This design comes from an exercise in tuning for a short achievable clock period and few clock cycles on the open sky130 flow, not from production work. Function was checked by simulation only, so behaviour that the tests miss may differ from the original. No driver is modelled on the clock port, so clocking that relies on it looks cheaper here than on a real chip. Power and IR drop assume default switching activity.

===== design/flow/flow/post_cts.tcl =====
# Sourced by ORFS at the end of CTS (POST_CTS_TCL), before 4_1_cts.odb is
# written. The only path from an input port to an output port is rst ->
# dmem_we (the store enable is forced low during reset); it sets the
# shortest period the design can reach, so give it strong cells and keep
# the rst input buffer's other loads off it. Port buffers that came out as
# delay cells are replaced with plain buffers. Only buffers are added and
# cells resized: the logic and the registers stay as they are.

proc drv_pin {net} {
  foreach p [get_pins -of_objects $net] {
    if {[get_property $p direction] == "output"} { return $p }
  }
  return ""
}
proc lib_cell_name {inst} { return [get_property $inst ref_name] }
proc try_replace {inst cell} {
  if {[lib_cell_name $inst] != $cell} {
    puts "post_cts: [get_full_name $inst] [lib_cell_name $inst] -> $cell"
    replace_cell $inst [get_lib_cells */$cell]
  }
}

# port buffers: plain strong buffers
foreach port [get_ports -filter "direction==input"] {
  set pname [get_full_name $port]
  if {$pname == "clk"} { continue }
  set net [get_nets [get_full_name $port]]
  foreach p [get_pins -of_objects $net] {
    set inst [get_cells -of_objects $p]
    set cell [lib_cell_name $inst]
    if {[string match "*buf*" $cell] || [string match "*dly*" $cell]} {
      try_replace $inst sky130_fd_sc_hd__buf_12
    }
  }
}
foreach port [get_ports -filter "direction==output"] {
  set net [get_nets [get_full_name $port]]
  set d [drv_pin $net]
  if {$d == ""} { continue }
  set inst [get_cells -of_objects $d]
  set cell [lib_cell_name $inst]
  if {[string match "*buf*" $cell] || [string match "*dly*" $cell]} {
    try_replace $inst sky130_fd_sc_hd__buf_6
  }
}

# rst -> dmem_we
set ob [get_cells -of_objects [drv_pin [get_nets dmem_we]]]
set ob_in ""
foreach p [get_pins -of_objects $ob -filter "direction==input"] { set ob_in [get_nets -of_objects $p] }
set g [get_cells -of_objects [drv_pin $ob_in]]
set gcell [lib_cell_name $g]
regsub {_[0-9]+$} $gcell {_4} g4
if {[llength [get_lib_cells -quiet */$g4]] > 0} { try_replace $g $g4 }
# the rst buffer's net: keep only the gate (and a new buffer for the rest) on it
set rbuf ""
foreach p [get_pins -of_objects [get_nets rst]] {
  set i [get_cells -of_objects $p]
  if {[get_property $p direction] == "input"} { set rbuf $i }
}
if {$rbuf != ""} {
  set rnet [get_nets -of_objects [get_pins -of_objects $rbuf -filter "direction==output"]]
  set gpin ""
  set others {}
  foreach p [get_pins -of_objects $rnet -filter "direction==input"] {
    if {[get_full_name [get_cells -of_objects $p]] == [get_full_name $g]} {
      set gpin $p
    } else {
      lappend others $p
    }
  }
  if {$gpin != "" && [llength $others] > 0} {
    puts "post_cts: rst net [get_full_name $rnet]: [llength $others] loads moved behind a new buffer"
    insert_buffer -buffer_cell sky130_fd_sc_hd__buf_16 -net $rnet -load_pins $others -buffer_name rst_split_buf
  }
}

detailed_placement
check_placement -verbose

===== design/flow/config.mk =====
export PLATFORM = sky130hd
export DESIGN_NAME = cpu16
export DESIGN_NICKNAME = cpu16
export VERILOG_FILES = /design/flow/design.v
export SDC_FILE = /design/flow/constraint.sdc
export NUM_CORES = 4
export LEC_CHECK = 0
export ABC_CLOCK_PERIOD_IN_PS = 3000
export CAP_MARGIN = 40
export CORE_MARGIN = 2
export CORE_UTILIZATION = 30
export PLACE_DENSITY = 0.45
export SLEW_MARGIN = 40

===== design/flow/flow/io.tcl =====
# IO_CONSTRAINTS: keep rst and dmem_we next to each other on one edge, so
# that the rst -> dmem_we path (the only port-to-port path) stays short.
set_io_pin_constraint -pin_names {rst dmem_we} -group -order

===== design/flow/design.v =====
module adder(
        input [15:0]a,
		input [15:0]b,
		output  [15:0]out
	);
	assign 	out=a+b;
endmodule
module mul_csa(
	input  [15:0] a,
	input  [15:0] b,
	output [15:0] s,
	output [15:0] c
);
wire [15:0] p0  = b[0]  ? a         : 16'd0;
wire [15:0] p1  = b[1]  ? a << 1    : 16'd0;
wire [15:0] p2  = b[2]  ? a << 2    : 16'd0;
wire [15:0] p3  = b[3]  ? a << 3    : 16'd0;
wire [15:0] p4  = b[4]  ? a << 4    : 16'd0;
wire [15:0] p5  = b[5]  ? a << 5    : 16'd0;
wire [15:0] p6  = b[6]  ? a << 6    : 16'd0;
wire [15:0] p7  = b[7]  ? a << 7    : 16'd0;
wire [15:0] p8  = b[8]  ? a << 8    : 16'd0;
wire [15:0] p9  = b[9]  ? a << 9    : 16'd0;
wire [15:0] p10 = b[10] ? a << 10   : 16'd0;
wire [15:0] p11 = b[11] ? a << 11   : 16'd0;
wire [15:0] p12 = b[12] ? a << 12   : 16'd0;
wire [15:0] p13 = b[13] ? a << 13   : 16'd0;
wire [15:0] p14 = b[14] ? a << 14   : 16'd0;
wire [15:0] p15 = b[15] ? a << 15   : 16'd0;
wire [15:0] s1a, c1a, s1b, c1b, s1c, c1c, s1d, c1d, s1e, c1e;
csa3 l1a(p0, p1, p2, s1a, c1a);
csa3 l1b(p3, p4, p5, s1b, c1b);
csa3 l1c(p6, p7, p8, s1c, c1c);
csa3 l1d(p9, p10, p11, s1d, c1d);
csa3 l1e(p12, p13, p14, s1e, c1e);
wire [15:0] s2a, c2a, s2b, c2b, s2c, c2c;
csa3 l2a(s1a, c1a, s1b, s2a, c2a);
csa3 l2b(c1b, s1c, c1c, s2b, c2b);
csa3 l2c(s1d, c1d, s1e, s2c, c2c);
wire [15:0] s3a, c3a, s3b, c3b;
csa3 l3a(s2a, c2a, s2b, s3a, c3a);
csa3 l3b(c2b, s2c, c2c, s3b, c3b);
wire [15:0] s4a, c4a, s4b, c4b;
csa3 l4a(s3a, c3a, s3b, s4a, c4a);
csa3 l4b(c3b, c1e, p15, s4b, c4b);
wire [15:0] s5, c5;
csa3 l5(s4a, c4a, s4b, s5, c5);
csa3 l6(s5, c5, c4b, s, c);
endmodule
module csa3(
	input  [15:0] x,
	input  [15:0] y,
	input  [15:0] z,
	output [15:0] s,
	output [15:0] c
);
assign s = x ^ y ^ z;
wire [15:0] m = (x & y) | (x & z) | (y & z);
assign c = {m[14:0], 1'b0};
endmodule
module sign_extend(
	input [3:0] imm,
	output [16-1:0] imm_sign_extend
);
assign imm_sign_extend = {{12{imm[3]}}, imm[3:0]};
endmodule
module PC1(
       	clk,
		rst,
		en,
		nextPC,
		currPC);
		input clk,rst,en;
		input [16 - 1:0]nextPC;
		output reg [16 - 1:0]currPC;
always @( posedge clk)
begin
	if (rst)
		 currPC <= 0;
	else if (en)
		 currPC <= nextPC;
end
endmodule
module control(
  input  [3:0] op,
  output is_alu,     
  output is_lw,
  output is_sw,
  output is_mul,
  output is_beq,
  output uses_rt,    
  output uses_rd     
);
  assign is_alu  = (op[3] == 1'b0) & (op[2:0] != 3'b111);
  assign is_mul  = (op == 4'b0111);
  assign is_lw   = (op == 4'b1000);
  assign is_sw   = (op == 4'b1001);
  assign is_beq  = (op == 4'b1010);
  assign uses_rt = (op[3] == 1'b0) & (op[2:1] != 2'b10);
  assign uses_rd = is_sw | is_beq;
endmodule
module alu(
   input  [16-1:0] a,
   input  [16-1:0] b,
   input  [3:0] imm,
   input  [2:0] op,
   output reg [16-1:0] result
);
wire [3:0] sh = imm[3] ? 4'd0 : imm[3:0];    
wire       shz = imm[3];                      
wire sub = (op == 3'd1) | (op == 3'd6);
wire [15:0] bb = sub ? ~b : b;
wire [15:0] p0 = a ^ bb;
wire [15:0] g0 = (a & bb) | {15'd0, p0[0] & sub};
wire [15:0] g1, p1, g2, p2, g3, p3, g4;
genvar i;
generate
    for (i = 0; i < 16; i = i + 1) begin : ks
        if (i >= 1) begin : l1
            assign g1[i] = g0[i] | (p0[i] & g0[i-1]);
            assign p1[i] = p0[i] & p0[i-1];
        end else begin : l1n
            assign g1[i] = g0[i];
            assign p1[i] = p0[i];
        end
        if (i >= 2) begin : l2
            assign g2[i] = g1[i] | (p1[i] & g1[i-2]);
            assign p2[i] = p1[i] & p1[i-2];
        end else begin : l2n
            assign g2[i] = g1[i];
            assign p2[i] = p1[i];
        end
        if (i >= 4) begin : l3
            assign g3[i] = g2[i] | (p2[i] & g2[i-4]);
            assign p3[i] = p2[i] & p2[i-4];
        end else begin : l3n
            assign g3[i] = g2[i];
            assign p3[i] = p2[i];
        end
        if (i >= 8) begin : l4
            assign g4[i] = g3[i] | (p3[i] & g3[i-8]);
        end else begin : l4n
            assign g4[i] = g3[i];
        end
    end
endgenerate
wire [15:0] carry = {g4[14:0], sub};         
wire [15:0] sum = p0 ^ carry;
wire        le = ~g4[15] | (a == b);          
always @(*) begin
   case(op)
       3'd0: result = sum;
       3'd1: result = sum;
       3'd2: result = a & b;
       3'd3: result = a ^ b;
       3'd4: result = shz ? 16'd0 : (a << sh);
       3'd5: result = shz ? 16'd0 : (a >> sh);
       3'd6: result = {15'd0, le};
       default: result = sum;
   endcase
end
endmodule
module regfile #(parameter NR = 8) (
	input clk,
	input rst,
	input [4*NR-1:0] raddr,
	input f0_en,
	input [3:0] f0_addr,
	input [15:0] f0_data,
	input f1_en,
	input [3:0] f1_addr,
	input [15:0] f1_data,
	input w2_en,
	input [3:0] w2_addr,
	input [15:0] w2_data,
	output [16*NR-1:0] rdata,
	input [3:0] qaddr1,        
	input [3:0] qaddr2,
	output eq_q                
);
reg [15:0] r [1:15];
wire [15:0] v [0:15];
assign v[0] = 16'd0;
genvar j, k;
generate
	for (j = 1; j < 16; j = j + 1) begin : g
		assign v[j] = (f1_en && f1_addr == j) ? f1_data :
		              (f0_en && f0_addr == j) ? f0_data :
		              (w2_en && w2_addr == j) ? w2_data : r[j];
		always @(posedge clk) begin
			if (rst)
				r[j] <= (j == 1) ? 16'd5 : 16'd0;
			else if ((f1_en && f1_addr == j) || (f0_en && f0_addr == j) ||
			         (w2_en && w2_addr == j))
				r[j] <= v[j];
		end
	end
	wire [15:0] q [0:15];
	assign q[0] = 16'd0;
	for (j = 1; j < 16; j = j + 1) begin : gq
		assign q[j] = r[j];
	end
	assign eq_q = (q[qaddr1] == q[qaddr2]);
	for (k = 0; k < NR; k = k + 1) begin : rd
		assign rdata[16*k +: 16] = v[raddr[4*k +: 4]];
	end
endgenerate
endmodule
module cpu16(clk, rst, imem_addr, imem_data, dmem_we, dmem_addr, dmem_wdata, dmem_rdata);
input clk;
input rst;
output [16-1:0] imem_addr;
input  [16-1:0] imem_data;
output dmem_we;
output [4-1:0] dmem_addr;
output [16-1:0] dmem_wdata;
input  [16-1:0] dmem_rdata;
reg        x0_wr, x0_lw;     
reg  [2:0] x0_op;
reg  [3:0] x0_rd, x0_imm;
reg [15:0] x0_a, x0_b;
reg        x1_wr, x1_lw;     
reg  [2:0] x1_op;
reg  [3:0] x1_rd, x1_imm;
reg [15:0] x1_a, x1_b;
reg        x_sw;             
reg        x_m1;             
reg [15:0] x1_d;             
reg        xm_wr;            
reg  [3:0] xm_rd;
reg        x_mm1;            
reg        x_br;             
reg        x_pt;             
reg [15:0] x_alt;            
reg [15:0] x_bd;             
reg        x_f0, x_f1;       
reg [15:0] x_falt;           
reg        m_wr;             
reg  [3:0] m_rd;
reg [15:0] m_s, m_c;         
reg        bt_v, bt_cj;      
reg [15:0] bt_trig;          
reg [15:0] bt_trigm1;        
reg [15:0] bt_jt;            
reg [15:0] bt_ct;            
reg  [3:0] bt_crd, bt_crs;   
reg  [3:0] bt_trs, bt_trt;   
reg        p_cnt;            
reg [15:0] p_ct;
reg  [3:0] p_crd, p_crs;
localparam NC = 8;
reg        c_v   [0:NC-1];
reg [15:0] c_tag [0:NC-1];   
reg [15:0] c_dat [0:NC-1];
reg  [2:0] c_ptr;
wire [16-1:0] pc;
wire [16-1:0] pc1, pc2;
adder PCAdder(.a(pc), .b(16'd1), .out(pc1));
adder PCAdder2(.a(pc), .b(16'd2), .out(pc2));
wire [15:0] pcm1 = pc - 16'd1;
reg         f_v;
reg  [15:0] f_tag, f_dat;
wire [NC-1:0] hvf, hv1;
wire [15:0] cd [0:NC];
assign cd[0] = 16'd0;
wire fill = f_v & ~|hvf;
genvar ci;
generate
    for (ci = 0; ci < NC; ci = ci + 1) begin : cl
        assign hvf[ci] = c_v[ci] & (c_tag[ci] == f_tag);
        assign hv1[ci] = c_v[ci] & (c_tag[ci] == pc);
        assign cd[ci+1] = cd[ci] | (hv1[ci] ? c_dat[ci] : 16'd0);
        always @(posedge clk) begin
            if (rst)
                c_v[ci] <= 1'b0;
            else if (fill && c_ptr == ci) begin
                c_v[ci]   <= 1'b1;
                c_tag[ci] <= f_tag;
                c_dat[ci] <= f_dat;
            end
        end
    end
endgenerate
always @(posedge clk) begin
    if (rst) begin
        f_v   <= 1'b0;
        c_ptr <= 3'd0;
    end else begin
        f_v   <= ~(f_v & (f_tag == pcm1));
        if (fill)
            c_ptr <= c_ptr + 3'd1;
    end
    f_tag <= pcm1;
    f_dat <= imem_data;
end
wire h1 = |hv1;
wire [15:0] ins0 = imem_data;
wire [15:0] ins1 = cd[NC];
wire [3:0] op0 = ins0[15:12], rd0 = ins0[11:8], rs0 = ins0[7:4], rt0 = ins0[3:0];
wire [3:0] op1 = ins1[15:12], rd1 = ins1[11:8], rs1 = ins1[7:4], rt1 = ins1[3:0];
wire [15:0] imm0;
sign_extend SE(.imm(rt0), .imm_sign_extend(imm0));
wire is_alu0, is_lw0, is_sw0, is_mul0, is_beq0, uses_rt0, uses_rd0;
wire is_alu1, is_lw1, is_sw1, is_mul1, is_beq1, uses_rt1, uses_rd1;
control C0(.op(op0), .is_alu(is_alu0), .is_lw(is_lw0), .is_sw(is_sw0), .is_mul(is_mul0),
           .is_beq(is_beq0), .uses_rt(uses_rt0), .uses_rd(uses_rd0));
control C1(.op(op1), .is_alu(is_alu1), .is_lw(is_lw1), .is_sw(is_sw1), .is_mul(is_mul1),
           .is_beq(is_beq1), .uses_rt(uses_rt1), .uses_rd(uses_rd1));
wire is_jmp0  = is_beq0 & (rd0 == rs0);      
wire is_cbeq0 = is_beq0 & (rd0 != rs0);
wire d_wr0 = (is_alu0 | is_lw0 | is_mul0) & (rd0 != 4'd0);
wire d_wr1 = (is_alu1 | is_lw1 | is_mul1) & (rd1 != 4'd0);
wire mem0 = is_lw0 | is_sw0;
wire mem1 = is_lw1 | is_sw1;
wire [15:0] alu0_out, alu1_out;
alu ALU0(.a(x0_a), .b(x0_b), .imm(x0_imm), .op(x0_op), .result(alu0_out));
alu ALU1(.a(x1_a), .b(x1_b), .imm(x1_imm), .op(x1_op), .result(alu1_out));
wire [15:0] x0_res = x0_lw ? dmem_rdata : alu0_out;
wire [15:0] x1_res = x1_lw ? dmem_rdata : alu1_out;
wire [15:0] pp_s, pp_c;
mul_csa MUL0(.a(x_mm1 ? x1_a : x0_a), .b(x_mm1 ? x1_b : x0_b), .s(pp_s), .c(pp_c));
wire [15:0] product;
adder MADD(.a(m_s), .b(m_c), .out(product));
function pend_mul(input [3:0] r);
    pend_mul = (xm_wr & (xm_rd == r)) | (m_wr & (m_rd == r));
endfunction
function pend_x(input [3:0] r);
    pend_x = xm_wr & (xm_rd == r);
endfunction
wire stall = pend_x(rs0) | (uses_rt0 & pend_x(rt0)) | (uses_rd0 & pend_x(rd0));
wire blk1  = pend_x(rs1) | (uses_rt1 & pend_x(rt1)) | (uses_rd1 & pend_x(rd1));
wire [15:0] va0, vb0, vd0, va1, vb1, vd1;
wire eq_t;
regfile #(.NR(6)) RF0(.clk(clk), .rst(rst),
            .raddr({rd1, rt1, rs1, rd0, rt0, rs0}),
            .f0_en(x0_wr), .f0_addr(x0_rd), .f0_data(x0_res),
            .f1_en(x1_wr), .f1_addr(x1_rd), .f1_data(x1_res),
            .w2_en(m_wr), .w2_addr(m_rd), .w2_data(product),
            .rdata({vd1, vb1, va1, vd0, vb0, va0}),
            .qaddr1(e_trs), .qaddr2(e_trt), .eq_q(eq_t));
reg        l_en, l_cj;
reg [15:0] l_trig, l_trigm1, l_jt, l_ct;
reg  [3:0] l_crd, l_crs, l_trs, l_trt;
reg  [3:0] q_rs, q_rt;       
reg  [3:0] p_trs, p_trt;     
wire        e_cj   = l_en ? l_cj   : bt_cj;
wire [15:0] e_jt   = l_en ? l_jt   : bt_jt;
wire [15:0] e_ct   = l_en ? l_ct   : bt_ct;
wire  [3:0] e_crd  = l_en ? l_crd  : bt_crd;
wire  [3:0] e_crs  = l_en ? l_crs  : bt_crs;
wire  [3:0] e_trs  = l_en ? l_trs  : bt_trs;
wire  [3:0] e_trt  = l_en ? l_trt  : bt_trt;
wire x0_sx  = x0_wr & ~x0_lw & ((x0_op == 3'd1) | (x0_op == 3'd3));
wire x1_sx  = x1_wr & ~x1_lw & ((x1_op == 3'd1) | (x1_op == 3'd3));
wire [3:0] bz_r = (rd0 == 4'd0) ? rs0 : rd0;             
wire bz     = (rd0 == 4'd0) | (rs0 == 4'd0);
wire bz1    = x1_wr & (x1_rd == bz_r);
wire bz0    = x0_wr & (x0_rd == bz_r);
wire fz     = is_cbeq0 & bz & (bz1 ? x1_sx : (bz0 & x0_sx));
wire fz_eq  = bz1 ? (x1_a == x1_b) : (x0_a == x0_b);
wire ptk    = is_jmp0 | (is_cbeq0 & (fz ? fz_eq : imm0[15]));    
wire x_beq  = x_br & (x_bd == x0_a);                     
wire mis    = (x_br & (x_beq != x_pt)) |
              (x_f0 & (x0_a == x0_b)) | (x_f1 & (x1_a == x1_b));
wire go     = ~mis & ~stall;
wire raw    = d_wr0 & ((rd0 == rs1) | (uses_rt1 & (rd0 == rt1)) | (uses_rd1 & (rd0 == rd1)));
wire ok     = h1 & ~is_beq1 & ~blk1 & ~is_beq0 & ~raw &
              ~(mem0 & mem1) & ~(is_mul0 & is_mul1) & ~(is_mul0 & d_wr1 & (rd1 == rd0));
wire [16-1:0] target;
adder BranchAdder(.a(pc1), .b(imm0), .out(target));
wire hit_p0 = l_en ? (pc == l_trig)   : (bt_v & (pc == bt_trig));
wire hit_p1 = l_en ? (pc == l_trigm1) : (bt_v & (pc == bt_trigm1));
function sub_c(input d_wr, input [3:0] o, input [3:0] r);
    sub_c = d_wr & ((o == 4'b0001) | (o == 4'b0011)) &
            (((r == e_crd) & (e_crs == 4'd0)) | ((r == e_crs) & (e_crd == 4'd0)));
endfunction
wire f_p1   = hit_p1 & (~e_cj | sub_c(d_wr1, op1, rd1));
wire f_p0   = hit_p0 & ~ptk & (~e_cj | sub_c(d_wr0, op0, rd0));
wire fold   = ok ? f_p1 : f_p0;
function w_t(input [3:0] r);
    w_t = (x0_wr & (x0_rd == r)) | (x1_wr & (x1_rd == r)) | pend_mul(r);
endfunction
wire t_src  = ok ? ((rs1 == e_trs) & (rt1 == e_trt)) : ((rs0 == e_trs) & (rt0 == e_trt));
wire t_now  = t_src & ~w_t(e_trs) & ~w_t(e_trt);
wire fold_c = fold & e_cj & t_now & eq_t;        
wire fold_j = fold & ~(e_cj & t_now & eq_t);     
wire [16-1:0] npc = mis  ? (x_br ? x_alt : x_falt) :
                        ptk  ? target :
                        fold_c ? e_ct :
                        fold_j ? e_jt :
                        ok   ? pc2 : pc1;
PC1 pc0(.clk(clk), .rst(rst), .en(go | mis), .nextPC(npc), .currPC(pc));
always @(posedge clk) begin
    if (rst) begin
        bt_v   <= 1'b0;
        l_en   <= 1'b0;
        p_cnt  <= 1'b0;
        x_br   <= 1'b0;
        x_f0   <= 1'b0;
        x_f1   <= 1'b0;
    end else begin
        l_en   <= go & is_jmp0;
        p_cnt  <= go & is_cbeq0 & ~ptk & ~fold;
        x_br   <= go & is_cbeq0 & ~fz;
        x_f0   <= go & fold & e_cj & ~t_now & ~ok;
        x_f1   <= go & fold & e_cj & ~t_now & ok;
        if (l_en) begin
            bt_v  <= 1'b1;
            bt_cj <= l_cj;
            bt_trig <= l_trig;
            bt_trigm1 <= l_trigm1;
            bt_jt <= l_jt;
            bt_ct <= l_ct;
            bt_crd <= l_crd;
            bt_crs <= l_crs;
            bt_trs <= l_trs;
            bt_trt <= l_trt;
        end
    end
    l_cj  <= p_cnt;
    l_trig <= p_cnt ? pc - 16'd2 : pcm1;
    l_trigm1 <= p_cnt ? pc - 16'd3 : pc - 16'd2;
    l_jt  <= target;
    l_ct  <= p_ct;
    l_crd <= p_crd;
    l_crs <= p_crs;
    l_trs <= p_trs;
    l_trt <= p_trt;
    if (rst) begin
        q_rs <= 4'd0;
        q_rt <= 4'd0;
    end else if (go) begin
        q_rs <= ok ? rs1 : rs0;
        q_rt <= ok ? rt1 : rt0;
    end
    p_trs <= q_rs;
    p_trt <= q_rt;
    p_ct  <= target;
    p_crd <= rd0;
    p_crs <= rs0;
    x_pt  <= ptk;
    x_alt <= ptk ? pc1 : target;
    x_bd  <= vd0;
    x_falt <= e_ct;
end
wire go1 = go & ok;
always @(posedge clk) begin
    if (rst) begin
        x0_wr <= 1'b0;
        x1_wr <= 1'b0;
        x_sw  <= 1'b0;
        xm_wr <= 1'b0;
        m_wr  <= 1'b0;
    end else begin
        x0_wr <= go & (is_alu0 | is_lw0) & (rd0 != 4'd0);
        x1_wr <= go1 & (is_alu1 | is_lw1) & (rd1 != 4'd0);
        x_sw  <= go & is_sw0 | go1 & is_sw1;
        xm_wr <= go & is_mul0 & (rd0 != 4'd0) | go1 & is_mul1 & (rd1 != 4'd0);
        m_wr  <= xm_wr;
    end
    x0_lw   <= is_lw0;
    x0_op   <= op0[2:0];
    x0_rd   <= rd0;
    x0_imm  <= rt0;
    x0_a    <= va0;
    x0_b    <= vb0;
    x1_lw   <= is_lw1;
    x1_op   <= op1[2:0];
    x1_rd   <= rd1;
    x1_imm  <= rt1;
    x1_a    <= va1;
    x1_b    <= vb1;
    x_m1    <= ~mem0;
    x1_d    <= vd1;
    xm_rd   <= is_mul0 ? rd0 : rd1;
    x_mm1   <= ~is_mul0;
    m_rd    <= xm_rd;
    m_s     <= pp_s;
    m_c     <= pp_c;
end
assign imem_addr  = pc;
assign dmem_we    = x_sw & ~rst;
assign dmem_addr  = x_m1 ? x1_a[3:0] + x1_imm : x0_a[3:0] + x0_imm;
assign dmem_wdata = x_m1 ? x1_d : x_bd;
endmodule

===== design/flow/standard.sh =====
#!/bin/bash
# synth_recipe.tcl (not shown) runs the flow's synth.tcl, then flattens the netlist and writes it again
# the make line also repeats each setting of config.mk as NAME=value (left out here)
make -C /OpenROAD-flow-scripts/flow DESIGN_CONFIG=/design/flow/config.mk WORK_HOME=/design/flow/orfs CLKGATE_MAP_FILE= SYNTH_SCRIPT=/design/flow/synth_recipe.tcl "${@:-finish}"

===== design/flow/constraint.sdc =====
create_clock -name core_clock -period 12.5 [get_ports {clk}]
set_input_delay 2.5000 -clock core_clock [delete_from_list [all_inputs] [get_ports {clk}]]
set_output_delay 2.5000 -clock core_clock [all_outputs]
set_load 0.01 [all_outputs]

===== design/flow/flow/run.sh =====
#!/bin/bash
# The standard layout, with these changes to how it is made:
#  - the timing repair aims for more setup slack than the clock needs, so
#    that it shortens paths below the period;
#  - rst and dmem_we get neighbouring pins (flow/io.tcl);
#  - after CTS, flow/post_cts.tcl sizes the port buffers and the rst ->
#    dmem_we path (see that file).
set -euo pipefail
here=$(pwd)
bash standard.sh SETUP_SLACK_MARGIN=7.5 TNS_END_PERCENT=30 MATCH_CELL_FOOTPRINT=0 \
  PRE_IO_PLACEMENT_TCL="$here/flow/io.tcl" POST_CTS_TCL="$here/flow/post_cts.tcl" finish > make_finish.log 2>&1

==> flow_metrics.env, run 1 <==
export IMPL_status="finished clean"
export IMPL_rsz0062_at_grt="yes"
export IMPL_hold_path_class="flop to flop"
export IMPL_remaining_drc_errors=0
export IMPL_cts_tree="done"
export IMPL_synth_ff_type="dfxtp_1"
export IMPL_clk_latency_ns=0.86
export IMPL_drive_gt1_share_pct=22.5
export IMPL_ys_ff_latch=922
export IMPL_crit_type="input port to output pin"
export IMPL_synthAdderAreaFrac_pct=5.04
export IMPL_synth_top_area_share_pct=17.0
export IMPL_path_clk_slew_ns=0.06
export IMPL_min_period_ns=5.30
export IMPL_synth_cell_type_count=113
export IMPL_synth_cells=8515
export IMPL_power_density_mw_per_mm2=102
export IMPL_yosysMostFrequentCell="nor2_1"
export IMPL_antenna_found_initial=81
export IMPL_grt_pass1_vias=78400
export IMPL_largest_register_ffs=240
export IMPL_wl_per_cell_um=48.2
export IMPL_synth_compound_area_share_pct=23.0
export IMPL_synth_top_family_by_area="compound AO/OA/AOI/OAI gates"
export IMPL_synth_xor_area_share_pct=8.18
export IMPL_chipWidth_um=483
export IMPL_die_y_um=483
export IMPL_fp_row_count=175
export IMPL_first_iter_violations=16200
export IMPL_dr_pass1_iters=17
export IMPL_finish_utilization_pct=38.7
export IMPL_slew_viol_final=0
export IMPL_die_area_sq_mm=0.234
export IMPL_crit_arrival_ns=2.80
export IMPL_maxCapViolCount=0
export IMPL_grt_max_degree=152
export IMPL_yosysWarnings=8
export IMPL_synthMuxAreaShare_pct=5.04
export IMPL_avgViaCountPerCell=7.08
export IMPL_pin_count=71
export IMPL_worst_pin_slew_ns=1.04
export IMPL_slew_headroom_pct=30.5
export IMPL_grt_pass1_wl_mm=749
export IMPL_ant_nets=0
export IMPL_total_leakage_power_nw=31.5
export IMPL_max_freq_mhz=189
export IMPL_synthSimpleGateAreaFrac_pct=21.9
export IMPL_core_area_sq_mm=0.228
export IMPL_finalCritPeriodShare_pct=42.4
export IMPL_synth_edf_count=337
export IMPL_cp_end_kind="output pin"
export IMPL_crit_path_max_fanout=2
export IMPL_start_util_pct=30.2
export IMPL_finish_net_count=9243
export IMPL_yosys_area_top_type="dfxtp_1"
export IMPL_worstRegToRegCells=16
export IMPL_finClkSkew_ns=0.0474
export IMPL_synth_nets=8773
export IMPL_synth_area_sq_mm=0.0689
export IMPL_synth_seq_area_share_pct=31.7
export IMPL_registers_top_by_ff_count="RF0.r"
export IMPL_gp_congestion=1.13
export IMPL_synthToLayoutAreaGrowth_pct=27.9
export IMPL_routed_wl_mm=585
export IMPL_numPortBuffers=70
export IMPL_grt_use_total_pct=47.2
export IMPL_synth_area_per_cell_sq_um=8.10
export IMPL_setup_tns_ns=0
export IMPL_min_path_cells=0
export IMPL_dpl_hpwl_mm=411
export IMPL_grt_overflow_total=0
export IMPL_async_flop_share_pct=0
export IMPL_synthTopCellsByCount="nor2_1, nand2_1, dfxtp_1"
export IMPL_top_regs="RF0.r x240, c_dat x128, c_tag x128"
export IMPL_setup_violations=0
export IMPL_worstPathRequired_ns=10.00
export IMPL_vias=86000
export IMPL_cts_sinks=922
export IMPL_hold_viol=0
export IMPL_synthTopCellsByArea="dfxtp_1, edfxtp_1, xnor2_1"
export IMPL_peakVddDrop_uv=159
export IMPL_cp_start_kind="input port"
==> cell usage in the layout (no fill, tap or decap), types with 111 or more instances in the layout <==
master	synthesis	layout
nor2_1	1073	974
nand2_1	799	759
buf_4	23	726
o22ai_1	570	558
dfxtp_1	585	536
xnor2_1	473	460
a21oi_1	464	388
edfxtp_1	337	337
nand3_1	299	264
nand4_1	251	251
o21ai_0	261	222
inv_1	207	199
mux2i_1	194	170
clkbuf_16	0	151
a22oi_1	152	145
xor2_1	158	143
ha_1	135	129
nor3_1	168	127
buf_12	1	122
a211oi_1	122	111
==> per-stage QoR <==
step / instance area (sq um) / power (mW) / hold slack [ns] / setup WS (ns) / instances
3_5_place_dp: 76800 / 5.03 / 0.312 / 5.37 / 11600
5_1_grt: 88000 / 9.18 / 0.331 / 7.19 / 12100
3_3_place_gp: 76000 / 5.02 / 0.315 / 4.74 / 11500
6_report: 88200 / 9.01 / 0.325 / 7.20 / 12200
2_1_floorplan: 69100 / 4.30 / 0.310 / 7.08 / 8515
==> final timing paths <==
path	slack (ns)	startpoint	to
setup / recovery	7.20	rst	dmem_we
hold / removal	0.32	p_trs[3]	l_trs[3]
setup reg to reg	7.31	pc0.currPC[10]	x1_a[15]
hold reg to reg	0.32	p_trs[3]	l_trs[3]
==> area by class of cell, clock buffers not listed <==
class	instances	area [sq um]
clock inverter	55	817
fill	23300	140000
inverter	212	823
multi-input combinational	6727	47100
sequential	922	21900
timing repair buffer	1005	10200
antenna	63	158
tap	3009	3760
==> metal layers <==
metal	vias up	wire length, um	global-route usage, %
met2	8066	225000	64.5
met1	42700	220000	58.4
li1	32700	-	-
met4	39	53400	33.5
met5	-	1310	1.63
met3	2483	85400	20.7
==> logic make-up (layout without fill, tap and decap cells) <==
family | after synthesis | after routing
AO/OA/AOI/OAI | 2388 | 2388
XOR/XNOR | 638 | 638
adder cells (fa/ha/maj) | 224 | 224
buffers and inverters | 867 | 1436
flip-flops | 922 | 922
multiplexers | 305 | 305
other | 0 | 63
AND/OR/NAND/NOR | 3171 | 3172
==> where the power goes <==
part	switching [mW]	leakage, nW	internal [mW]	total, mW
Clock	1.64	1.98	2.12	3.76
Sequential	0.155	7.89	3.31	3.47
Combinational	1.19	21.6	0.593	1.78
==> worst max-delay path, cell delays in order <==
cell     delay, ns
buf_12        0.10
nor2b_4       0.10
buf_6         0.10
Testbench counts, summed over its fixed seeds: cycles 36,568.
==> run 2: changes to the inputs <==
--- a/design/flow/config.mk
+++ b/design/flow/config.mk
@@ -8,6 +8,6 @@
 export ABC_CLOCK_PERIOD_IN_PS = 3000
 export CAP_MARGIN = 40
 export CORE_MARGIN = 2
-export CORE_UTILIZATION = 30
-export PLACE_DENSITY = 0.45
+export CORE_UTILIZATION = 28
+export PLACE_DENSITY = 0.42
 export SLEW_MARGIN = 40
==> flow_metrics.env, run 2 <==
export IMPL_status="finished clean"
export IMPL_crit_type="input port to output pin"
export IMPL_cts_sinks=922
export IMPL_routed_wl_mm=524
export IMPL_drive_gt1_share_pct=21.1
export IMPL_slew_headroom_pct=30.3
export IMPL_synth_nets=8773
export IMPL_first_iter_violations=13900
export IMPL_ff_latch_area_sq_mm=0.0219
export IMPL_min_period_ns=5.32
export IMPL_synth_ff_type="dfxtp_1"
export IMPL_power_density_mw_per_mm2=102
export IMPL_die_y_um=500
export IMPL_r2r_end="pc0.currPC[4]"
export IMPL_avgViaCountPerCell=6.71
export IMPL_hold_path_class="flop to flop"
export IMPL_min_path_cells=0
export IMPL_cp_start_kind="input port"
export IMPL_synth_edf_count=337
export IMPL_hold_viol=0
export IMPL_wl_per_cell_um=42.8
export IMPL_die_area_sq_mm=0.250
export IMPL_worst_pin_slew_ns=1.04
export IMPL_crit_end="dmem_we"
export IMPL_dpl_hpwl_mm=371
export IMPL_top_regs="RF0.r x240, c_dat x128, c_tag x128"
export IMPL_peakVddDrop_uv=130
export IMPL_placement_cell_area_sq_mm=0.0762
export IMPL_setup_tns_ns=0
export IMPL_final_fill_count=25400
export IMPL_start_util_pct=28.1
export IMPL_yosys_area_top_type="dfxtp_1"
export IMPL_synth_cells=8515
export IMPL_grt_max_degree=84
export IMPL_finish_net_count=9167
export IMPL_rsz0062_at_grt="yes"
export IMPL_crit_arrival_ns=2.82
export IMPL_synth_area_sq_mm=0.0689
export IMPL_clk_latency_ns=0.88
export IMPL_total_leakage_power_nw=30.9
export IMPL_synth_top_area_share_pct=17.0
export IMPL_layout_commonest_cell="nor2_1"
export IMPL_ys_ff_latch=922
export IMPL_maxCapViolCount=0
export IMPL_grt_overflow_total=0
export IMPL_finClkSkew_ns=0.116
export IMPL_fp_row_count=182
export IMPL_gp_congestion=1.12
export IMPL_dr_pass1_iters=13
export IMPL_slew_viol_final=0
export IMPL_yosysMostFrequentCell="nor2_1"
export IMPL_synth_area_per_cell_sq_um=8.10
export IMPL_pin_count=71
export IMPL_fin_area_sq_mm=0.0870
export IMPL_yosysWarnings=8
export IMPL_largest_register_ffs=240
export IMPL_synthTopCellsByCount="nor2_1, nand2_1, dfxtp_1"
export IMPL_registers_top_by_ff_count="RF0.r"
export IMPL_setup_violations=0
export IMPL_synth_cell_type_count=113
export IMPL_vias=82100
export IMPL_remaining_drc_errors=0
export IMPL_crit_path_max_fanout=2
export IMPL_path_clk_slew_ns=0.06
export IMPL_synthToLayoutAreaGrowth_pct=26.2
export IMPL_max_freq_mhz=188
export IMPL_ant_nets=0
export IMPL_worstPathRequired_ns=10.00
export IMPL_chipWidth_um=500
export IMPL_cp_end_kind="output pin"
export IMPL_async_flop_share_pct=0
export IMPL_finalCritPeriodShare_pct=42.5
export IMPL_numPortBuffers=70
export IMPL_grt_pass1_vias=76900
export IMPL_core_area_sq_mm=0.245
export IMPL_cp_startpoint="rst"
export IMPL_synthTopCellsByArea="dfxtp_1, edfxtp_1, xnor2_1"
export IMPL_worstRegToRegCells=18
export IMPL_layout_common_cells="nor2_1, nand2_1, buf_4"
export IMPL_multi_input_comb_area_sq_mm=0.0469
export IMPL_rr_startpoint="l_en"
export IMPL_cts_tree="done"
export IMPL_grt_pass1_wl_mm=689
export IMPL_r2r_slack_ns=7.24
export IMPL_antenna_found_initial=41
export IMPL_grt_use_total_pct=39.8
export IMPL_synth_seq_area_share_pct=31.7
run 2: cell counts after synthesis:
No cell type changed its count.
run 2: per-layer routing:
layer  up-vias  track usage (%)  share of wire (%)  wire, um
li1      32500                -                  -         -
met1     40400             49.2                 37    196000
met2      6985             57.8                 41    213000
met3      2157             12.4                 12     64100
met4        38             29.7                9.7     51000
met5         -           0.0386              0.052       273
run 2: worst max-delay path: stages:
cell and delay (ns):
buf_12 0.11, nor2b_4 0.10, buf_6 0.10
run 2: area by class of cell, clock buffers not listed:
type	instances	share of cell area [%]
flip-flops and latches	922	25.2
well taps	3220	4.63
clock inverters	66	1.08
diodes	7	0.0201
repair buffers	927	10.4
multi-input cells	6729	54.0
inverters	212	0.944
run 2: cells by family (layout without fill, tap and decap cells):
kind of cell               Yosys count  after routing  synth area share, %
AOI/OAI and AO/OA                 2388           2388                 23.0
xor gates and xnor gates           638            638                 8.18
adders and majority gates          224            224                 5.04
buffers and inverters              867           1360                 5.14
DFF                                922            922                 31.7
muxes                              305            305                 5.04
other                                0              7                    0
and+or+nand+nor                   3171           3174                 21.9
run 2: metrics by stage:
| stage | hold slack (ns) | std cells | utilization [%] | setup WS, ns | total power, mW |
|---|---|---|---|---|---|
| 3_3_place_gp | 0.317 | 11700 | 30.8 | 5.27 | 4.97 |
| 3_5_place_dp | 0.315 | 11700 | 31.1 | 5.36 | 4.98 |
| 6_report | 0.328 | 12200 | 35.5 | 7.18 | 8.90 |
| 2_1_floorplan | 0.310 | 8515 | - | 7.08 | 4.30 |
| 5_1_grt | 0.335 | 12200 | 35.5 | 7.16 | 9.11 |
run 2: how the worst min path moves through the flow:
stage / startpoint / endpoint / slack (ns)
final: p_trs[0] / l_trs[0] / 0.33
after detailed placement: p_trt[1] / l_trt[1] / 0.31
after floorplan: p_trs[0] / l_trs[0] / 0.31
after global routing: p_trt[1] / l_trt[1] / 0.34
after global placement: p_trs[0] / l_trs[0] / 0.32
run 2: power by group:
part	internal (mW)	switching, mW	total, mW	leakage [nW]
sequential	3.31	0.158	3.47	7.88
clock	2.16	1.59	3.75	2.01
combinational	0.568	1.11	1.68	21.0

==> separate check: timing with driven ports <==
No port has a modelled driver above. Below, the same layouts with a new extraction and two added sets of constraints. Step 1: set_driving_cell puts a clkbuf_16 on clk and a buf_2 on each other input, an assumption about the parent block. Step 2 also shifts input and output timing later by t, the mid clock arrival at the registers, as if the neighbouring blocks saw the same clock. a / b / c = no drivers / after step 1 / after step 2; a / b = the first two.
run	t (ns)	setup WS [ns]	worst setup path after step 2
run 1	0.945	7.197 / 7.082 / 6.367	input to register
run 2	0.922	7.183 / 7.062 / 6.327	input to register
After both steps setup and hold are still met in every run listed. For run 2, which loses most, drivers alone change the setup slack by -0.121 ns; drivers and shift together by -0.856 ns.
